What follows belongs to an exercise in optimizing a design on an open flow for small area and a short achievable clock period; a production flow would make more cautious choices. Where RTL was checked, it was by simulation tests only, not by an equivalence proof against the original. Power is estimated from default activity; no workload was simulated.

Design project3_frame, start of the top module:
module project3_frame(
  input        CLOCK_50,
  input        RESET_N,
  input  [3:0] KEY,
  output [6:0] HEX0,
  output [6:0] HEX1,
  output [9:0] LEDR,
  output [13:0] imem_addr,
  input  [31:0] imem_data,
  output [13:0] dmem_addr,
  output [31:0] dmem_wdata,
  output dmem_we,
  output dmem_re,
  input  [31:0] dmem_rdata
);
  wire clk = CLOCK_50;
  wire reset = !RESET_N;
  reg [31:0] pc;
  reg        take;         
  reg [31:0] tgt;
  reg        ab;           
  reg        fl_v;         
  reg [31:0] fl_inst;
  reg        fl_ab;        
  reg        fl_hitj1, fl_hitj2;  
  reg        fl_hitk1, fl_hitk2;  
  reg        sb;           
  reg        d_isbr, d_isjmp, d_rd, d_wr, d_wreg;
  reg [3:0]  d_wregno;
  reg [31:0] d_r1;         
  reg [31:0] d_b;          
  reg [31:0] d_y;          
  reg        d_sub;
  reg [1:0]  d_ct;         
  reg [3:0]  d_tt;         
  reg        d_ssum, d_scmp, d_sshr, d_sshl, d_sy;
  reg        m_rd, m_wr, m_wreg;
  reg [3:0]  m_wregno;
  ...
Settings: LEC_CHECK=0, CAP_MARGIN=20, CORE_MARGIN=2, CORE_UTILIZATION=50, CTS_CLUSTER_DIAMETER=100, CTS_CLUSTER_SIZE=22, SETUP_SLACK_MARGIN=4.7, SLEW_MARGIN=20; clock period 8.0 ns.
run.sh (not shown) runs the stock make flow with config.mk's settings and CLKGATE_MAP_FILE= SYNTH_SCRIPT=/design/flow/synth_recipe.tcl, a recipe that flattens the netlist after the stock synthesis.
The first run completed with no timing, DRC or antenna violations.
Then changed:
SETUP_SLACK_MARGIN = 5.0   (was 4.7)
After rerunning: Sequential power hardly moves; cell area is higher by 5.2%; count of clock-buffer cells in the layout is unchanged; power is higher by 6.8%; worst setup slack degrades by 0.026 ns; routed wire length is higher by 2.8%; flip-flop and latch count is unchanged; critical path depth is higher by 7; synthesized cell count stays the same; first-iteration DRC count is lower by 5.5%; die area is unchanged.
Then changed:
SETUP_SLACK_MARGIN = 3.5   (was 5.0)
Clock power barely changes.
Setup slack gets worse by 0.97 ns.
Critical path depth is unchanged.
Total power shrinks by roughly a tenth.
Register-to-register slack gets worse by 0.97 ns.
Flip-flop and latch count is unchanged.
Via count shrinks by a few percent.
Combinational power shrinks by a quarter to a third.
First-iteration DRC count grows by a few percent.

* * *

Starting RTL as in the previous note.
==> flow/config.mk <==
export PLATFORM = sky130hd
export DESIGN_NAME = project3_frame
export DESIGN_NICKNAME = project3_frame
export VERILOG_FILES = /design/flow/design.v
export SDC_FILE = /design/flow/constraint.sdc
export NUM_CORES = 4
export LEC_CHECK = 0
export CAP_MARGIN = 20
export CORE_MARGIN = 2
export CORE_UTILIZATION = 50
export CTS_CLUSTER_DIAMETER = 100
export CTS_CLUSTER_SIZE = 22
export SETUP_SLACK_MARGIN = 4.8
export SLEW_MARGIN = 20
==> flow/constraint.sdc <==
create_clock -name core_clock -period 8.0 [get_ports {CLOCK_50}]
set_input_delay 1.6000 -clock core_clock [delete_from_list [all_inputs] [get_ports {CLOCK_50}]]
set_output_delay 1.6000 -clock core_clock [all_outputs]
set_load 0.01 [all_outputs]
standard.sh (not shown) runs the stock make flow with config.mk's settings and CLKGATE_MAP_FILE= SYNTH_SCRIPT=/design/flow/synth_recipe.tcl, a recipe that flattens the netlist after the stock synthesis.
==> flow/flow/run.sh <==
#!/bin/bash
set -euo pipefail
export BUFFER_PORTS_ARGS="-buffer_cell sky130_fd_sc_hd__buf_1"
bash standard.sh finish > flow_make.log 2>&1
Next try:
==> flow/run.sh (new file) <==
#!/bin/bash
# synth_recipe.tcl (not shown) runs the flow's synth.tcl, then flattens the netlist and writes it again
# the make line also repeats each setting of config.mk as NAME=value (left out here)
make -C /OpenROAD-flow-scripts/flow DESIGN_CONFIG=/design/flow/config.mk WORK_HOME=/design/flow/orfs CLKGATE_MAP_FILE= SYNTH_SCRIPT=/design/flow/synth_recipe.tcl finish
--- a/flow/config.mk
+++ b/flow/config.mk
@@ -13 +13 @@
-export SETUP_SLACK_MARGIN = 4.8
+export SETUP_SLACK_MARGIN = 4.0
removed: flow/flow/run.sh
removed: flow/standard.sh
The new run completed with no timing, DRC or antenna violations.
Maximum frequency went down by about 17%.
Hold slack barely changes.
Design area went down by about 4.5%.
Synthesized area stays the same.
Utilization went down by 2.6 points.
Via count went down by 2.0%.
Setup slack loses 0.68 ns.
Clock power barely changes.
Non-clock buffer count went down by 128.
Next try:
==> flow/flow/run.sh (new file) <==
#!/bin/bash
set -euo pipefail
export BUFFER_PORTS_ARGS="-buffer_cell sky130_fd_sc_hd__buf_1"
bash standard.sh finish > flow_make.log 2>&1
==> flow/standard.sh (new file) <==
#!/bin/bash
# synth_recipe.tcl (not shown) runs the flow's synth.tcl, then flattens the netlist and writes it again
# the make line also repeats each setting of config.mk as NAME=value (left out here)
make -C /OpenROAD-flow-scripts/flow DESIGN_CONFIG=/design/flow/config.mk WORK_HOME=/design/flow/orfs CLKGATE_MAP_FILE= SYNTH_SCRIPT=/design/flow/synth_recipe.tcl "${@:-finish}"
--- a/flow/config.mk
+++ b/flow/config.mk
@@ -8 +8 @@
-export CAP_MARGIN = 20
+export CAP_MARGIN = 10
@@ -13,2 +13,2 @@
-export SETUP_SLACK_MARGIN = 4.0
-export SLEW_MARGIN = 20
+export SETUP_SLACK_MARGIN = 4.7
+export SLEW_MARGIN = 10
removed: flow/run.sh
The new run finished clean.
Count of clock-buffer cells in the layout fell by 2.
Worst hold slack improved by 0.022 ns.
Synthesized cell count does not change.
Utilization went up by 1.8 points.
Register-to-register slack gains 0.74 ns.
Final area went up by a few percent.
Total power rises by a few percent.
Global-route usage rose by 0.42 points.
Clock skew fell by 0.016 ns.
Routed wire length goes up slightly.
Worst setup slack gains 0.68 ns.
Next try:
==> flow/run.sh (new file) <==
#!/bin/bash
# synth_recipe.tcl (not shown) runs the flow's synth.tcl, then flattens the netlist and writes it again
# the make line also repeats each setting of config.mk as NAME=value (left out here)
make -C /OpenROAD-flow-scripts/flow DESIGN_CONFIG=/design/flow/config.mk WORK_HOME=/design/flow/orfs CLKGATE_MAP_FILE= SYNTH_SCRIPT=/design/flow/synth_recipe.tcl finish
--- a/flow/config.mk
+++ b/flow/config.mk
@@ -8 +8 @@
-export CAP_MARGIN = 10
+export CAP_MARGIN = 20
@@ -11,2 +11,2 @@
-export CTS_CLUSTER_DIAMETER = 100
-export CTS_CLUSTER_SIZE = 22
+export CTS_CLUSTER_DIAMETER = 110
+export CTS_CLUSTER_SIZE = 26
@@ -14 +14 @@
-export SLEW_MARGIN = 10
+export SLEW_MARGIN = 20
removed: flow/flow/run.sh
removed: flow/standard.sh
First-iteration DRC count goes down by about 5%.
Wire length goes down by about 1.5%.
Count of clock-buffer cells in the layout goes down by 13.
Final area goes up by about 1.5%.
Core utilization goes up by 0.89 points.
Flip-flop and latch count stays the same.
Next try:
==> flow/flow/run.sh (new file) <==
#!/bin/bash
set -euo pipefail
export BUFFER_PORTS_ARGS="-buffer_cell sky130_fd_sc_hd__buf_2"
bash standard.sh finish > flow_make.log 2>&1
==> flow/standard.sh (new file) <==
#!/bin/bash
# synth_recipe.tcl (not shown) runs the flow's synth.tcl, then flattens the netlist and writes it again
# the make line also repeats each setting of config.mk as NAME=value (left out here)
make -C /OpenROAD-flow-scripts/flow DESIGN_CONFIG=/design/flow/config.mk WORK_HOME=/design/flow/orfs CLKGATE_MAP_FILE= SYNTH_SCRIPT=/design/flow/synth_recipe.tcl "${@:-finish}"
--- a/flow/config.mk
+++ b/flow/config.mk
@@ -11,2 +11,2 @@
-export CTS_CLUSTER_DIAMETER = 110
-export CTS_CLUSTER_SIZE = 26
+export CTS_CLUSTER_DIAMETER = 100
+export CTS_CLUSTER_SIZE = 22
removed: flow/run.sh
The changed run passed the timing, design-rule and antenna checks.
First-iteration DRC count drops slightly.
Final cell count hardly moves.
Total power drops slightly.

* * *

Another version of the RTL of project3_frame (not shown whole).
For scale: ~5900 cells after synthesis, ~160 I/O pins, about 0.048 mm2 of cells after synthesis.
clock: 8.0 ns
lec_check: 0
abc_area: 1
cap_margin: 20
core_margin: 2
core_utilization: 50
setup_slack_margin: 4.5
slew_margin: 20
run.sh (not shown) runs the stock make flow with config.mk's settings and CLKGATE_MAP_FILE= SYNTH_SCRIPT=/design/flow/synth_recipe.tcl, a recipe that flattens the netlist after the stock synthesis.
Stock flow here: none of the scripts above is used.
Change:
- ABC_AREA: 1 -> unset
What happened: Critical path depth went down by 5. Utilization went up by 3.8 points. Global-route usage went down by 0.40 points. Cell count went down by 30%. Synthesized area went down by 8.4%. Fmax went down by 3.0%. Setup slack is worse by 0.11 ns. Clock-buffer cell count went up by 5. Die area went down by 8.3%. Clock skew hardly moves. Power went up by 7.7%.
No functional check of the RTL was part of any run of this note.

* * *

the reference run:
project3_frame, a different RTL version from the one above (not shown whole).
For scale: ~4000 cells after synthesis.
clock: 8.0 ns
lec_check: 0
cap_margin: 20
core_margin: 2
core_utilization: 50
setup_slack_margin: 4.5
slew_margin: 20
The reference run | status: complete | timing, DRC, antenna: pass
Changes in the trial run relative to the reference run:
# the reference run
export LEC_CHECK = 0
export CAP_MARGIN = 20
export CORE_MARGIN = 2
export CORE_UTILIZATION = 50
export SETUP_SLACK_MARGIN = 4.5
export SLEW_MARGIN = 20
create_clock -name core_clock -period 8.0 [get_ports {CLOCK_50}]
# the trial run
export LEC_CHECK = 0
export ABC_AREA = 1
export CAP_MARGIN = 20
export CORE_MARGIN = 2
export CORE_UTILIZATION = 50
export SETUP_SLACK_MARGIN = 4.5
export SLEW_MARGIN = 20
create_clock -name core_clock -period 8.0 [get_ports {CLOCK_50}]
### Flow results
The reference run → the trial run: wire length of the first global-routing pass went up; wire length on met3 went down; setup slack went up; leakage power of the design went up.
No run among the reference run and the trial run stopped early or left any final violation; all are clean.
Function was not checked in any run of this note: the RTL went through the layout flow alone.

* * *

Setup of rev 12:
Another version of the RTL of project3_frame (not shown whole).
For scale: about 4,900 cells after synthesis, ~870 flip-flops, ~160 I/O pins, about 0.043 mm^2 of cells after synthesis.
==> flow/config.mk <==
export PLATFORM = sky130hd
export DESIGN_NAME = project3_frame
export DESIGN_NICKNAME = project3_frame
export VERILOG_FILES = /design/flow/design.v
export SDC_FILE = /design/flow/constraint.sdc
export NUM_CORES = 4
export LEC_CHECK = 0
export ABC_AREA = 1
export CAP_MARGIN = 20
export CORE_MARGIN = 2
export CORE_UTILIZATION = 40
export SETUP_SLACK_MARGIN = 4.5
export SLEW_MARGIN = 20
==> flow/constraint.sdc <==
create_clock -name core_clock -period 8.0 [get_ports {CLOCK_50}]
set_input_delay 1.6000 -clock core_clock [delete_from_list [all_inputs] [get_ports {CLOCK_50}]]
set_output_delay 1.6000 -clock core_clock [all_outputs]
set_load 0.01 [all_outputs]
### rev 12 -> rev 13
Settings: putting CTS_CLUSTER_SIZE at 20 where nothing was set; putting CTS_BUF_LIST at sky130_fd_sc_hd__clkbuf_4 sky130_fd_sc_hd__clkbuf_8 where nothing was set.
--- outcome ---
Taking rev 12 as the reference, in rev 13 detailed-route wire length picked up an extra about 0.9%; multi-input logic area neither gained nor lost much; cell area picked up an extra 0.33%.
No functional check of the RTL was part of any run of this note.

-- port drivers added, routing unchanged --
How much do the figures lean on ideal ports? The routed layouts below were timed once more, with nothing changed but the port constraints. Step 1 assumes that a clkbuf_16 drives the clock port and a buf_2 every other input. Step 2, shift: input delay + t, output delay - t, t = (earliest + latest rising clock arrival at the registers) / 2. This alone moves slack from input paths to output paths. Three values: ideal, step 1, step 2; two values: the first two.
run | t, ns | slack for setup (ns) | worst register clock-pin slew, ns
the first run of note 1 | 0.709 | 4.531 / 4.458 / 4.460 | 0.11 / 0.11
the second run of note 1 | 0.728 | 4.506 / 4.475 / 4.297 | 0.10 / 0.10
the third run of note 1 | 0.727 | 3.534 / 3.534 / 3.534 | 0.10 / 0.10
the first run of note 2 | 0.716 | 4.577 / 4.577 / 4.577 | 0.10 / 0.10
the second run of note 2 | 0.728 | 3.899 / 3.899 / 3.899 | 0.10 / 0.10
the third run of note 2 | 0.728 | 4.578 / 4.504 / 4.643 | 0.10 / 0.10
the fourth run of note 2 | 0.706 | 4.537 / 4.463 / 4.438 | 0.12 / 0.12
the fifth run of note 2 | 0.718 | 4.630 / 4.572 / 4.630 | 0.11 / 0.11
the first run of note 3 | 0.772 | 4.476 / 4.431 / 4.476 | 0.07 / 0.07
the second run of note 3 | 0.767 | 4.367 / 4.293 / 4.389 | 0.07 / 0.07
the reference run | 0.756 | 4.400 / 4.344 / 4.400 | 0.07 / 0.07
the trial run | 0.776 | 4.506 / 4.447 / 4.506 | 0.07 / 0.07
rev 12 | 0.770 | 4.168 / 4.168 / 4.168 | 0.07 / 0.07
rev 13 | 0.965 | 4.291 / 4.291 / 4.291 | 0.08 / 0.08
After both steps setup and hold are still met in every run listed. For the second run of note 1, which loses most, drivers alone change the setup slack by -0.031 ns; drivers and shift together by -0.209 ns.
